What follows belongs to an exercise in optimizing a design on an open flow for small area, a short achievable clock period and few clock cycles; a production flow would make more cautious choices.
The RTL was checked by simulation tests, not by an equivalence proof against the original design.
No activity file was given, so power comes from the tool's default toggle rates.

Setup of build 50:
Design IMC, start of the top module:
module IMC(
    clk,
    rst_n,
    IN_VALID,
    IN,
    OUT_VALID,
    OUT
    );
Size: ~22 I/O pins, ~0.0047 sq mm of cells after synthesis.
Settings: LEC_CHECK=0, CAP_MARGIN=20, CORE_MARGIN=2, CORE_UTILIZATION=70, CTS_BUF_LIST=sky130_fd_sc_hd__clkbuf_8, SLEW_MARGIN=20; clock period 33.0 ns.
standard.sh (not shown) runs the stock make flow with config.mk's settings and CLKGATE_MAP_FILE= SYNTH_SCRIPT=/design/flow/synth_recipe.tcl, a recipe that flattens the netlist after the stock synthesis.
==> flow/flow/run.sh <==
#!/bin/bash
# Layout flow: the standard synthesis, then the combinational logic between
# the (unchanged) flip-flops is mapped again by ABC for area; the rest is the
# standard ORFS layout, with the port buffers made of buf_2 cells.
set -euo pipefail
HERE=$(pwd)
F=$HERE/flow
LIB=$FLOW_HOME/platforms/sky130hd/lib/sky130_fd_sc_hd__tt_025C_1v80.lib
RES=$HERE/orfs/results/sky130hd/IMC/base
YOSYS=$FLOW_HOME/../tools/install/yosys/bin/yosys
[[ -x $YOSYS ]] || YOSYS=yosys

# 1. standard synthesis
bash standard.sh synth > synth.log 2>&1

# 2. re-map the combinational logic
cp $RES/1_2_yosys.v $HERE/standard_netlist.v
{
  echo "read_liberty -ignore_miss_func $LIB"
  echo "blackbox $(tr '\n' ' ' < $F/seq_cells.txt)"
  echo "read_verilog $HERE/standard_netlist.v"
  echo "hierarchy -top $FLOW_TOP"
  echo "flatten"
  echo "hierarchy -top $FLOW_TOP"
  echo "opt -purge"
  echo "abc -liberty $LIB -script $F/area.abc $(sed 's/^/-dont_use /' $F/dont_use.txt | tr '\n' ' ')"
  echo "opt_clean -purge"
  echo "hilomap -singleton -hicell sky130_fd_sc_hd__conb_1 HI -locell sky130_fd_sc_hd__conb_1 LO"
  echo "splitnets"
  echo "opt_clean -purge"
  echo "stat -liberty $LIB"
  echo "write_verilog -noattr -noexpr -nohex -nodec $HERE/resynth.v"
} > $HERE/resynth.ys
$YOSYS -s $HERE/resynth.ys > resynth.log 2>&1
cp $HERE/resynth.v $RES/1_2_yosys.v
rm -f $RES/1_synth.odb $RES/1_synth.sdc
touch $RES/1_2_yosys.v

# 3. the standard layout from the new netlist
bash standard.sh BUFFER_PORTS_ARGS="-buffer_cell sky130_fd_sc_hd__buf_2" finish > layout.log 2>&1
Other scripts of this flow, unchanged in this note and not shown: flow/flow/area.abc, flow/flow/dont_use.txt, flow/flow/seq_cells.txt
Build 50: flow completed, timing, DRC and antenna clean
Testbench counts of build 50, summed over its fixed seeds: cycles 118,728.
The inputs of build 25 differ from those of build 50 as listed below.
-- flow/config.mk --
<<< build 50, line 9
export CORE_MARGIN = 2
export CORE_UTILIZATION = 70
export CTS_BUF_LIST = sky130_fd_sc_hd__clkbuf_8
export SLEW_MARGIN = 20
>>> build 25, line 9
export CORE_MARGIN = 2
export CORE_UTILIZATION = 70
export SLEW_MARGIN = 20
From build 50 to build 25, maximum clock rate did not move at all.
Comparing build 25 against build 50, there is no change at all in number of clock buffers in the layout.
Comparing build 25 against build 50, there is no change at all in post-CTS setup buffer count.
Comparing build 50 against build 25, there is no change at all in count of multi-input combinational gates.
Build 50 and build 25 ended up with nearly the same die width.
From build 50 to build 25 the numbers moved as follows: total met3 wirelength after detailed routing has remained practically unchanged, synthesized net count shows no meaningful change, number of sinks handled by clock tree synthesis closely matched the old numbers.

* * *

== rev 12 ==
Another version of the RTL of IMC (not shown whole).
Size: roughly 770 cells after synthesis, about 0.0044 mm2 of cells after synthesis.
Settings: LEC_CHECK=0, CAP_MARGIN=20, CORE_MARGIN=2, CORE_UTILIZATION=40, SLEW_MARGIN=20; clock period 33.0 ns.
Scripts as last shown in full above: flow/flow/run.sh
Other scripts of this flow, unchanged in this note and not shown: flow/flow/area.abc, flow/flow/dont_use.txt, flow/flow/seq_cells.txt
Testbench counts of rev 12, summed over its fixed seeds: cycles 118,728.
### rev 12 -> rev 13
diff --git a/flow/config.mk b/flow/config.mk
--- a/flow/config.mk
+++ b/flow/config.mk
@@ -9,3 +9,5 @@
 export CORE_MARGIN = 2
 export CORE_UTILIZATION = 40
+export CTS_CLUSTER_DIAMETER = 200
+export CTS_CLUSTER_SIZE = 50
 export SLEW_MARGIN = 20
--- outcome ---
Rev 13 ended with every stage complete and zero timing, DRC or antenna violations. Diff rev 12..rev 13 | CTS H-tree depth | unchanged. The post-layout worst setup margin on rev 12 is in line with that on rev 13. Taking rev 12 as the reference, in rev 13 final area did not really move; time the final worst path needs with I/O delays and setup roughly the same; non-clock buffer count neither gained nor lost much. Comparing rev 13 with rev 12, the gate count of the mapped netlist came out essentially unchanged. Rev 12 → rev 13: area added between synthesis and finish flat, part of the power in the clock network barely changed, sum of routed wire length over all layers held steady.

==> what the ideal ports hide <==
Ports are ideal in the flow. The routed layouts listed here were re-timed in OpenROAD.
Step 1, drivers: a clkbuf_16 drives clk and a buf_2 each remaining input, both assumed.
Step 2, shift: input delay + t, output delay - t, t = (earliest + latest rising clock arrival at the registers) / 2. This alone moves slack from input paths to output paths.
Three values: ideal ports, drivers, drivers and shift; two values: the first two.
run	shift t [ns]	setup WS [ns]	worst setup path at the end	latest minus earliest clock arrival (ns)	slew at the worst register clock pin (ns)
build 50	0.336	25.568 / 25.568 / 25.419	input to register	0.012 / 0.012	0.10 / 0.10
build 25	0.336	25.568 / 25.568 / 25.419	input to register	0.012 / 0.012	0.10 / 0.10
rev 12	0.340	25.453 / 25.453 / 25.453	register to register	0.006 / 0.006	0.10 / 0.10
rev 13	0.340	25.453 / 25.453 / 25.453	register to register	0.006 / 0.006	0.10 / 0.10
After both steps every run listed still meets setup and hold.
